From an optimization exercise on the open Yosys and OpenROAD flow, aimed at a short achievable clock period and few clock cycles; shortcuts taken in it are not production practice. The RTL was checked by simulation tests, not by an equivalence proof against the original design. No activity file was given, so power comes from the tool's default toggle rates.

--- design/flow/design.v ---
module ALU(
    input  logic [31:0] a,
    input  logic [31:0] b,
    input  logic [2:0]  f3,
    input  logic        sub,
    input  logic        sra,
    output logic [31:0] y
);
    logic [31:0] sum, srl_y, sra_y;
    assign sum   = sub ? (a - b) : (a + b);
    assign srl_y = a >> b[4:0];
    assign sra_y = $signed(a) >>> b[4:0];
    always_comb begin
        case (f3)
            3'b000: y = sum;
            3'b001: y = a << b[4:0];
            3'b010: y = {31'd0, $signed(a) < $signed(b)};
            3'b011: y = {31'd0, a < b};
            3'b100: y = a ^ b;
            3'b101: y = sra ? sra_y : srl_y;
            3'b110: y = a | b;
            default: y = a & b;
        endcase
    end
endmodule
module BR_CMP(
    input  logic [31:0] a,
    input  logic [31:0] b,
    input  logic [2:0]  f3,
    output logic        taken
);
    logic eq, lt, ltu;
    assign eq  = (a == b);
    assign lt  = ($signed(a) < $signed(b));
    assign ltu = (a < b);
    always_comb begin
        case (f3)
            3'b000: taken = eq;
            3'b001: taken = ~eq;
            3'b100: taken = lt;
            3'b101: taken = ~lt;
            3'b110: taken = ltu;
            3'b111: taken = ~ltu;
            default: taken = 1'b0;
        endcase
    end
endmodule
module DMEM(
    input  logic        clk,
    input  logic        we,
    input  logic [2:0]  f3,
    input  logic [8:0]  addr,
    input  logic [31:0] wdata,
    output logic [31:0] rdata
);
    logic [7:0] bank [0:3][0:127];
    logic [6:0] idx0, idx1;
    logic [1:0] sh;
    assign idx0 = addr[8:2];
    assign idx1 = addr[8:2] + 7'd1;
    assign sh   = addr[1:0];
    logic [7:0] bout [0:3];      
    logic [7:0] byt  [0:3];      
    genvar g;
    generate
        for (g = 0; g < 4; g++) begin : g_bank
            logic [6:0] bidx;
            logic [1:0] k;       
            logic       bwe;
            assign bidx = (g < sh) ? idx1 : idx0;
            assign k    = 2'(g) - sh;
            assign bout[g] = bank[g][bidx];
            assign bwe  = we & ((f3[1:0] == 2'b10) | (f3[1:0] == 2'b01 && k[1] == 1'b0) | (k == 2'd0));
            always_ff @(posedge clk)
                if (bwe) bank[g][bidx] <= wdata[8*k +: 8];
        end
    endgenerate
    assign byt[0] = bout[sh];
    assign byt[1] = bout[sh + 2'd1];
    assign byt[2] = bout[sh + 2'd2];
    assign byt[3] = bout[sh + 2'd3];
    always_comb begin
        case (f3)
            3'b000:  rdata = {{24{byt[0][7]}}, byt[0]};
            3'b001:  rdata = {{16{byt[1][7]}}, byt[1], byt[0]};
            3'b100:  rdata = {24'd0, byt[0]};
            3'b101:  rdata = {16'd0, byt[1], byt[0]};
            default: rdata = {byt[3], byt[2], byt[1], byt[0]};
        endcase
    end
endmodule
module MULT(
    input  logic [31:0] a,
    input  logic [31:0] b,
    input  logic [1:0]  f3,
    output logic [31:0] y
);
    logic        as, bs;
    logic [65:0] p;
    assign as = (f3 != 2'b11);
    assign bs = ~f3[1];
    assign p  = $signed({as & a[31], a}) * $signed({bs & b[31], b});
    assign y  = (f3 == 2'b00) ? p[31:0] : p[63:32];
endmodule
module DIVIDER #(parameter int STEPS = 4) (
    input  logic        clk,
    input  logic        rst,
    input  logic        req,
    input  logic [31:0] a,
    input  logic [31:0] b,
    input  logic [1:0]  f3,      
    output logic        stall,
    output logic [31:0] y
);
    logic        busy, done;
    logic [31:0] R, S, Q, D, a_save;
    logic [6:0]  cnt;
    logic        negq, negr, rem, dz;
    logic        sgn, an, bn;
    logic [31:0] n, d;
    logic [5:0]  msb_n, msb_d;   
    logic signed [7:0] k;
    logic [63:0] nsh;
    assign sgn = ~f3[0];
    assign an  = sgn & a[31];
    assign bn  = sgn & b[31];
    assign n   = an ? (32'd0 - a) : a;
    assign d   = bn ? (32'd0 - b) : b;
    always_comb begin
        msb_n = 6'd0;
        msb_d = 6'd0;
        for (int i = 0; i < 32; i++) begin
            if (n[i]) msb_n = 6'(i + 1);
            if (d[i]) msb_d = 6'(i + 1);
        end
    end
    assign k   = $signed({2'b0, msb_n}) - $signed({2'b0, msb_d}) + 8'sd1;
    assign nsh = {32'd0, n} << (6'd32 - k[5:0]);
    logic [31:0] Rn, Sn, Qn;
    always_comb begin
        logic [32:0] r2;
        logic        ge;
        Rn = R; Sn = S; Qn = Q;
        r2 = 33'd0;
        ge = 1'b0;
        for (int j = 0; j < STEPS; j++) begin
            if (7'(j) < cnt) begin
                r2 = {Rn, Sn[31]};
                ge = (r2 >= {1'b0, D});
                Rn = ge ? (r2[31:0] - D) : r2[31:0];
                Sn = {Sn[30:0], 1'b0};
                Qn = {Qn[30:0], ge};
            end
        end
    end
    always_ff @(posedge clk) begin
        if (rst) begin
            busy <= 1'b0;
            done <= 1'b0;
        end else if (done) begin
            done <= 1'b0;
        end else if (busy) begin
            R <= Rn; S <= Sn; Q <= Qn;
            cnt <= cnt - 7'(STEPS);
            if (cnt <= 7'(STEPS)) begin
                busy <= 1'b0;
                done <= 1'b1;
            end
        end else if (req) begin
            D      <= d;
            negq   <= sgn & (a[31] ^ b[31]);
            negr   <= an;
            rem    <= f3[1];
            dz     <= (b == 32'd0);
            a_save <= a;
            Q      <= 32'd0;
            if (b == 32'd0 || k <= 8'sd0) begin
                R    <= n;
                done <= 1'b1;
            end else begin
                R    <= nsh[63:32];
                S    <= nsh[31:0];
                cnt  <= k[6:0];
                busy <= 1'b1;
            end
        end
    end
    assign stall = req & ~done;
    always_comb begin
        if (dz)       y = rem ? a_save : 32'hFFFF_FFFF;
        else if (rem) y = negr ? (32'd0 - R) : R;
        else          y = negq ? (32'd0 - Q) : Q;
    end
endmodule
module REG_FILE(
    input  logic        clk,
    input  logic        rst,
    input  logic        we,
    input  logic [4:0]  waddr,
    input  logic [31:0] wdata,
    input  logic [4:0]  raddr1,
    input  logic [4:0]  raddr2,
    output logic [31:0] rdata1,
    output logic [31:0] rdata2,
    output logic [31:0] regs_31
);
    logic [31:0] regs [0:31];
    assign regs[0] = 32'd0;
    assign rdata1  = regs[raddr1];
    assign rdata2  = regs[raddr2];
    assign regs_31 = regs[31];
    genvar g;
    generate
        for (g = 1; g < 32; g++) begin : g_reg
            always_ff @(posedge clk) begin
                if (rst)
                    regs[g] <= 32'd0;
                else if (we && waddr == g)
                    regs[g] <= wdata;
            end
        end
    endgenerate
endmodule
module Top(
    input  logic        clk,
    input  logic        rst,
    output logic [31:0] imem_addr,
    input  logic [31:0] imem_rdata,
    output logic [31:0] regs_31
);
    logic rst_q;
    always_ff @(posedge clk) rst_q <= rst;
    logic [31:0] pc;
    logic [31:0] ir, ir_pc;
    logic        ir_v;
    assign imem_addr = pc;
    logic [6:0] opc;
    logic [4:0] rd, rs1, rs2;
    logic [2:0] f3;
    assign opc = ir[6:0];
    assign rd  = ir[11:7];
    assign f3  = ir[14:12];
    assign rs1 = ir[19:15];
    assign rs2 = ir[24:20];
    logic is_lui, is_auipc, is_jal, is_jalr, is_br, is_ld, is_st, is_opi, is_op, is_m, is_div;
    assign is_lui   = (opc == 7'b0110111);
    assign is_auipc = (opc == 7'b0010111);
    assign is_jal   = (opc == 7'b1101111);
    assign is_jalr  = (opc == 7'b1100111);
    assign is_br    = (opc == 7'b1100011);
    assign is_ld    = (opc == 7'b0000011);
    assign is_st    = (opc == 7'b0100011);
    assign is_opi   = (opc == 7'b0010011);
    assign is_op    = (opc == 7'b0110011);
    assign is_m     = is_op & ir[25];
    assign is_div   = is_m & f3[2];
    logic [31:0] imm_i, imm_s, imm_b, imm_u, imm_j;
    assign imm_i = {{20{ir[31]}}, ir[31:20]};
    assign imm_s = {{20{ir[31]}}, ir[31:25], ir[11:7]};
    assign imm_b = {{20{ir[31]}}, ir[7], ir[30:25], ir[11:8], 1'b0};
    assign imm_u = {ir[31:12], 12'b0};
    assign imm_j = {{12{ir[31]}}, ir[19:12], ir[20], ir[30:21], 1'b0};
    logic [31:0] rv1, rv2, wb_val;
    logic        wb_en;
    REG_FILE u_rf (
        .clk(clk), .rst(rst_q),
        .we(wb_en), .waddr(rd), .wdata(wb_val),
        .raddr1(rs1), .raddr2(rs2),
        .rdata1(rv1), .rdata2(rv2),
        .regs_31(regs_31)
    );
    logic [31:0] alu_b, alu_out;
    assign alu_b = is_op ? rv2 : imm_i;
    ALU u_alu (
        .a(rv1), .b(alu_b), .f3(f3),
        .sub(is_op & ir[30]), .sra(ir[30]),
        .y(alu_out)
    );
    logic        taken, redirect;
    logic [31:0] br_tgt, jalr_tgt, tgt;
    BR_CMP u_cmp (.a(rv1), .b(rv2), .f3(f3), .taken(taken));
    assign br_tgt   = ir_pc + (is_jal ? imm_j : imm_b);
    assign jalr_tgt = rv1 + imm_i;
    assign tgt      = is_jalr ? {jalr_tgt[31:1], 1'b0} : br_tgt;
    assign redirect = ir_v & (is_jal | is_jalr | (is_br & taken));
    logic [31:0] ld_val;
    logic [31:0] ea;
    assign ea = rv1 + (is_st ? imm_s : imm_i);
    DMEM u_dmem (
        .clk(clk), .we(ir_v & is_st), .f3(f3),
        .addr(ea[8:0]), .wdata(rv2), .rdata(ld_val)
    );
    logic [31:0] mul_out, div_out;
    logic        div_stall;
    MULT u_mul (.a(rv1), .b(rv2), .f3(f3[1:0]), .y(mul_out));
    DIVIDER u_div (
        .clk(clk), .rst(rst_q),
        .req(ir_v & is_div), .a(rv1), .b(rv2), .f3(f3[1:0]),
        .stall(div_stall), .y(div_out)
    );
    always_comb begin
        if (is_ld)                 wb_val = ld_val;
        else if (is_m)             wb_val = f3[2] ? div_out : mul_out;
        else if (is_jal | is_jalr) wb_val = ir_pc + 32'd4;
        else if (is_lui)           wb_val = imm_u;
        else if (is_auipc)         wb_val = ir_pc + imm_u;
        else                       wb_val = alu_out;
    end
    assign wb_en = ir_v & ~div_stall & (rd != 5'd0) &
                   (is_op | is_opi | is_lui | is_auipc | is_jal | is_jalr | is_ld);
    always_ff @(posedge clk) begin
        if (rst_q) begin
            pc    <= 32'd0;
            ir_v  <= 1'b0;
            ir    <= 32'h13;
            ir_pc <= 32'd0;
        end else if (div_stall) begin
        end else if (redirect) begin
            pc    <= tgt;
            ir_v  <= 1'b0;
        end else begin
            pc    <= pc + 32'd4;
            ir    <= imem_rdata;
            ir_pc <= pc;
            ir_v  <= 1'b1;
        end
    end
endmodule
--- design/flow/run.sh ---
#!/bin/bash
# synth_recipe.tcl (not shown) runs the flow's synth.tcl, then flattens the netlist and writes it again
# the make line also repeats each setting of config.mk as NAME=value (left out here)
make -C /OpenROAD-flow-scripts/flow DESIGN_CONFIG=/design/flow/config.mk WORK_HOME=/design/flow/orfs CLKGATE_MAP_FILE= SYNTH_SCRIPT=/design/flow/synth_recipe.tcl finish
--- design/flow/config.mk ---
export PLATFORM = sky130hd
export DESIGN_NAME = Top
export DESIGN_NICKNAME = Top
export VERILOG_FILES = /design/flow/design.v
export SDC_FILE = /design/flow/constraint.sdc
export NUM_CORES = 8
export LEC_CHECK = 0
export ABC_CLOCK_PERIOD_IN_PS = 20000
export CAP_MARGIN = 40
export CORE_MARGIN = 2
export CORE_UTILIZATION = 30
export SLEW_MARGIN = 40
--- design/flow/constraint.sdc ---
create_clock -name core_clock -period 115.0 [get_ports {clk}]
set_input_delay 23.0000 -clock core_clock [delete_from_list [all_inputs] [get_ports {clk}]]
set_output_delay 23.0000 -clock core_clock [all_outputs]
set_load 0.01 [all_outputs]
==> results of run 1 <==
[metal layers]
layer  vias up  global-route usage [%]  wire (microns)
li1      98800                       -               -
met1    123000                    32.3          489000
met2     19200                    36.4          545000
met3      4918                    9.55          185000
met4        88                    16.6          103000
met5         -                   0.595            1540
[path summary, 6_finish.rpt]
kind                          start                 to  slack, ps  cells after the start
setup / recovery  u_rf.regs[31][16]        regs_31[16]      89300                      1
hold / removal    u_rf.regs[17][27]  u_rf.regs[17][27]        460                      2
setup reg to reg             ir[16]    u_rf.regs[9][9]      99580                     40
hold reg to reg   u_rf.regs[17][27]  u_rf.regs[17][27]        460                      2
[cells in the final DEF (no fill, tap or decap), types with 633 or more instances in the layout]
master / n
and3_1: 633
edfxtp_1: 4267
nand2_1: 2601
inv_1: 1255
nor2_1: 1848
fa_1: 1135
o21ai_0: 782
dfxtp_1: 1078
o22ai_1: 839
a22oi_1: 782
buf_4: 749
nand3_1: 717
a21oi_1: 1238
[state kept, by name (all words and copies together) (netlist names), 7 cells and up]
register / count
u_rf.regs: 992
ir: 32
ir_pc: 32
u_div.a_save: 32
u_div.cnt: 7
u_div.D: 32
u_div.S: 32
pc: 32
u_div.R: 32
u_dmem.bank: 4096
u_div.Q: 32
[power by group through the flow]
stage                     Clock [mW]  Combinational [mW]  Sequential [mW]
after detailed placement           0               0.433             2.11
after floorplan                    0               0.240             2.11
after global placement             0               0.427             2.11
final                           1.84               0.456             2.07
after CTS                       1.85               0.434             2.07
after global routing            1.92               0.461             2.07
[kinds of logic after synthesis]
kind of cell               Yosys count  share of synthesized area (%)
adders and majority gates         1741                           10.3
and+or+nand+nor                   8312                           13.2
buffers and inverters             3423                           4.66
muxes                              779                           4.22
DFF                               5359                           50.8
AOI/OAI and AO/OA                 6655                           15.5
xor gates and xnor gates           437                           1.33
[layout make-up]
type                            instances  area (sq um)  area share [%]
Antenna cell                          118           295          0.0888
Clock buffer                          728         15700            4.71
Clock inverter                        265          2340           0.704
Inverter                             1300          4910            1.48
Multi-Input combinational cell      17900        135000            40.6
Sequential cell                      5359        150000            45.1
Tap cell                            13000         16300            4.89
Timing Repair Buffer                  946          8190            2.46
==> flow_summary.yaml, run 1 <==
pwr:
  pwr-share-comb_pct: 10.4
  seqPwrFrac_pct: 47.4
  switchingPower_mw: 1.14
  swShare_pct: 26.2
  powerDensity_mw_per_mm2: 13.1
  internal_power_mw: 3.22
  power_leakage_nw: 121
  peakVddDrop_mv: 0.0122
  p_clk_share_pct: 42.1
  total_power_mw: 4.37
worst_setup_path:
  crit_slowest_cell: "dfxtp_1"
  startpoint_type: "flip-flop"
  arrival_ps: 2700
  required_ps: 92000
  crit_type: "reg2out"
  slowest_delay_ps: 890
  crit_chain: "clkdlybuf4s50_1"
  critical-path-top-delay-family: "flip-flops"
  cp_max_fo: 4
  cp-end-kind: "output pin"
  crit_buf_inv: 1
place:
  placed_cell_area_sq_mm: 0.313
  hpwl_microns: 873000
  post-place-ws_ps: 90500
  place_inst: 38500
  place.gp.congestion: 1.01
  io_buffer_count: 97
cells_and_area:
  fill_cells: 96800
  final_util_pct: 33.9
  syn_to_final_growth_pct: 12.7
  drive_gt1_share_pct: 11.5
  fin_nets: 27900
  final_cell_area_sq_mm: 0.333
  final_cells: 39600
floorplan:
  core_sq_mm: 0.981
  die_w_microns: 996
  row_count: 364
  die_h_microns: 996
  initial_core_util_pct: 30.1
  ioPinCount: 98
  die_area_sq_mm: 0.991
clocking:
  clock_latency_ps: 1150
  hold_buffers: 0
  path_clk_slew_ps: 60
  clk_path_buf_depth: 5
  numCtsBuffers: 584
  tritoncts: "yes"
  cts_htree_levels: 6
  cts-resized-gates: 0
  cts.sinks: 5359
  cts_root_buf: "clkbuf_16"
  cts_setup_buffers: 0
grt:
  grt_pass1_vias: 232000
  grt_pass1_wl_microns: 1820000
  grt_usage_pct: 25.5
  gr-total-overflow: 0
  antenna_found_initial: 134
  grt_start_max_net_pins: 173
timing:
  period_minus_slack_ps: 25700
  rsz0062_at_grt: "false"
  worst_pin_slew_ps: 1070
  tns_ps: 0
  max_freq_mhz: 38.9
  finalHoldViolCount: 0
  slew_headroom_pct: 28.3
  setup_violations: 0
  hold_slack_ps: 464
  slew_violations: 0
  skew_ps: 136
  finalCritPeriodShare_pct: 22.3
  worst_slack_ps: 89300
synthesis:
  synth_fp_nets: 28500
  synthArstFlopShare_pct: 0
  synth.most_common_cell: "edfxtp_1"
  ys_top_cells_by_area: "edfxtp_1 43%, fa_1 7.7%, dfxtp_1 7.4%"
  yosysTopAreaCell: "edfxtp_1"
  synth_ff_type: "edfxtp_1"
  yosys.area.top_type_share_pct: 43.4
  synth_seq_area_share_pct: 50.8
  synth_cells: 26700
  synth_edf_count: 4267
  ys_seq_elements: 5359
  synth_cell_type_count: 120
  ys_warn_count: 9
  syn_area_sq_mm: 0.295
  synthTopCellsByCount: "4267 x edfxtp_1, 2691 x nand2_1, 2276 x nor2_1"
  synth.avg_cell_area_sq_um: 11.0
drt:
  wirelength_microns: 1320000
  vias_per_cell: 6.21
  drtAntennaViolNets: 0
  routedWlPerCell_microns: 33.4
  vias: 246000
  first_iter_violations: 41300
  drcViolationCount: 0
  dr.pass1.iters: 14
run_status:
  status: "finished clean"
run:
  maxCapViolations: 0
min_path:
  hold_class: "reg2reg"
Testbench counts, summed over its fixed seeds: cycles 139,675.
==> run 2, diff against run 1 <==
--- a/design/flow/config.mk
+++ b/design/flow/config.mk
@@ -8,5 +8,5 @@
 export ABC_CLOCK_PERIOD_IN_PS = 20000
-export CAP_MARGIN = 40
+export CAP_MARGIN = 60
 export CORE_MARGIN = 2
 export CORE_UTILIZATION = 30
-export SLEW_MARGIN = 40
+export SLEW_MARGIN = 75
==> run 2 against run 1 <==
Power is 2.4% higher. Setup slack better by 340 ps. Cell area rose by 10%. Maximum frequency grew 1.3%. Clock skew rose by 27 ps. Highest routed layer unchanged.
==> flow_summary.yaml, run 2 <==
run_status:
  status: "finished clean"
drt:
  vias: 254000
  first_iter_violations: 41300
  drcViolationCount: 0
  drtAntennaViolNets: 0
  vias_per_cell: 6.18
  dr.pass1.iters: 17
  wirelength_microns: 1350000
  routedWlPerCell_microns: 32.9
floorplan:
  die_w_microns: 996
  core_sq_mm: 0.981
  die_h_microns: 996
  row_count: 364
  die_area_sq_mm: 0.991
  ioPinCount: 98
  initial_core_util_pct: 30.1
cells_and_area:
  regMostFlops: "u_dmem.bank"
  final_cells: 41100
  top_regs: "u_dmem.bank x4096, u_rf.regs x992"
  largest_reg_flops: 4096
  drive_gt1_share_pct: 21.4
  layout_commonest_cell: "edfxtp_1"
  fin_nets: 29400
  syn_to_final_growth_pct: 24.5
  final_cell_area_sq_mm: 0.367
  most-common-layout-cells: "4267 x edfxtp_1, 2512 x nand2_1, 1562 x nor2_1"
grt:
  grt_usage_pct: 26.1
  grt_start_max_net_pins: 73
  grt_pass1_vias: 243000
  gr-total-overflow: 0
  grt_pass1_wl_microns: 1870000
  antenna_found_initial: 98
synthesis:
  synth_edf_count: 4267
  synth_cells: 26700
  ys_seq_elements: 5359
  synth.avg_cell_area_sq_um: 11.0
  synth_cell_type_count: 120
  synth_ff_type: "edfxtp_1"
  synth_fp_nets: 28500
  ys_top_cells_by_area: "edfxtp_1 43%, fa_1 7.7%, dfxtp_1 7.4%"
  synth_seq_area_share_pct: 50.8
  ys_warn_count: 9
  yosysTopAreaCell: "edfxtp_1"
  yosys.area.top_type_share_pct: 43.4
  synthTopCellsByCount: "4267 x edfxtp_1, 2691 x nand2_1, 2276 x nor2_1"
  synthArstFlopShare_pct: 0
  syn_area_sq_mm: 0.295
  synth.most_common_cell: "edfxtp_1"
place:
  placed_cell_area_sq_mm: 0.345
  place.gp.congestion: 1.01
  hpwl_microns: 960000
  io_buffer_count: 97
  place_inst: 39900
  post-place-ws_ps: 90790
pwr:
  total_power_mw: 4.47
  powerDensity_mw_per_mm2: 12.2
  peakVddDrop_mv: 0.0118
  power_leakage_nw: 134
clocking:
  cts.sinks: 5359
  tritoncts: "yes"
  clock_latency_ps: 1160
  cts_setup_buffers: 0
  path_clk_slew_ps: 60
  hold_buffers: 0
  cts_root_buf: "clkbuf_16"
  cts_htree_levels: 6
  cts-resized-gates: 0
  numCtsBuffers: 579
  clk_path_buf_depth: 5
worst_setup_path:
  crit_slowest_cell: "clkdlybuf4s50_1"
  startpoint_type: "flip-flop"
  slowest_delay_ps: 780
  critical-path-top-delay-family: "buffers and inverters"
  crit_buf_inv: 1
  required_ps: 92000
  crit_type: "reg2out"
  crit_chain: "clkdlybuf4s50_1"
  cp-end-kind: "output pin"
  arrival_ps: 2350
  cp_max_fo: 3
timing:
  finalCritPeriodShare_pct: 22.0
  worst_pin_slew_ps: 463
  slew_headroom_pct: 69.2
  period_minus_slack_ps: 25350
  setup_violations: 0
  max_freq_mhz: 39.4
  skew_ps: 163
  worst_slack_ps: 89650
  rsz0062_at_grt: "false"
  slew_violations: 0
  finalHoldViolCount: 0
  tns_ps: 0
run:
  maxCapViolations: 0
min_path:
  hold_class: "reg2reg"
-- run 2: logic make-up (layout without fill, tap and decap cells) --
kind of cell	Yosys count	after routing	share of synthesized area [%]
other cells	0	87	0
mux	779	779	4.22
compound gates	6655	6655	15.5
buf+inv	3423	4724	4.66
flops	5359	5359	50.8
xor+xnor	437	437	1.33
simple gates	8312	8312	13.2
fa+ha+maj	1741	1741	10.3
-- run 2: worst min-delay path, stage by stage, from the launching register on --
cell,delay [ps]
dfxtp_1,310
nand2_1,50
a21oi_1,50
-- run 2: routing by layer --
layer	wire (microns)	part of all wire, %	global-route usage (%)
met1	493000	36	32.8
met4	111000	8.2	17.7
met5	675	0.050	0.0476
met3	190000	14	9.80
met2	557000	41	37.2
-- run 2: through the flow --
step                hold WS (ps)  util (%)
finish                       465      37.4
global route                 483      37.4
CTS                          463      37.0
detailed placement           455      35.2
global placement             452      31.7
floorplan                    436         -
-- run 2: final timing paths --
path         slack (ps)                end  cells after the start              start
min reg2reg         460  u_rf.regs[30][10]                      2  u_rf.regs[30][10]
max reg2reg      101040  u_rf.regs[12][11]                     50             ir[18]
min                 460  u_rf.regs[30][10]                      2  u_rf.regs[30][10]
max               89650        regs_31[24]                      1  u_rf.regs[31][24]
-- run 2: power breakdown --
| group | switching [mW] | internal (mW) | leakage (nW) |
|---|---|---|---|
| Clock | 0.795 | 1.04 | 8.77 |
| Combinational | 0.389 | 0.172 | 68.3 |
| Sequential | 0.00314 | 2.07 | 56.7 |
-- run 2: cell type report --
class / count / area (sq um)
fill: 93200 / 614000
inverter: 1300 / 5020
clock inverter: 248 / 2410
multi-input combinational: 17900 / 149000
timing repair buffer: 2446 / 29100
antenna: 87 / 218
sequential: 5359 / 150000
clock buffer: 730 / 15500
tap: 13000 / 16300

## re-timing with driven ports
The flow's constraints put no driver on any port. The routed layouts listed below were extracted and timed again, unchanged, in two steps.
Step 1 assumes that a clkbuf_16 drives the clock port and a buf_2 every other input.
Step 2, shift: input delay + t, output delay - t, t = (earliest + latest rising clock arrival at the registers) / 2. This alone moves slack from input paths to output paths.
a / b / c = no drivers / after step 1 / after step 2; a / b = the first two.
| run | t (ns) | slack for setup (ns) | hold slack, ns | clock arrival spread, ns |
|---|---|---|---|---|
| run 1 | 1.221 | 89.305 / 89.160 / 90.381 | 0.464 / 0.464 / 0.464 | 0.147 / 0.147 |
| run 2 | 1.215 | 89.645 / 89.513 / 90.728 | 0.465 / 0.465 / 0.465 | 0.163 / 0.163 |
After both steps setup and hold are still met in every run listed.
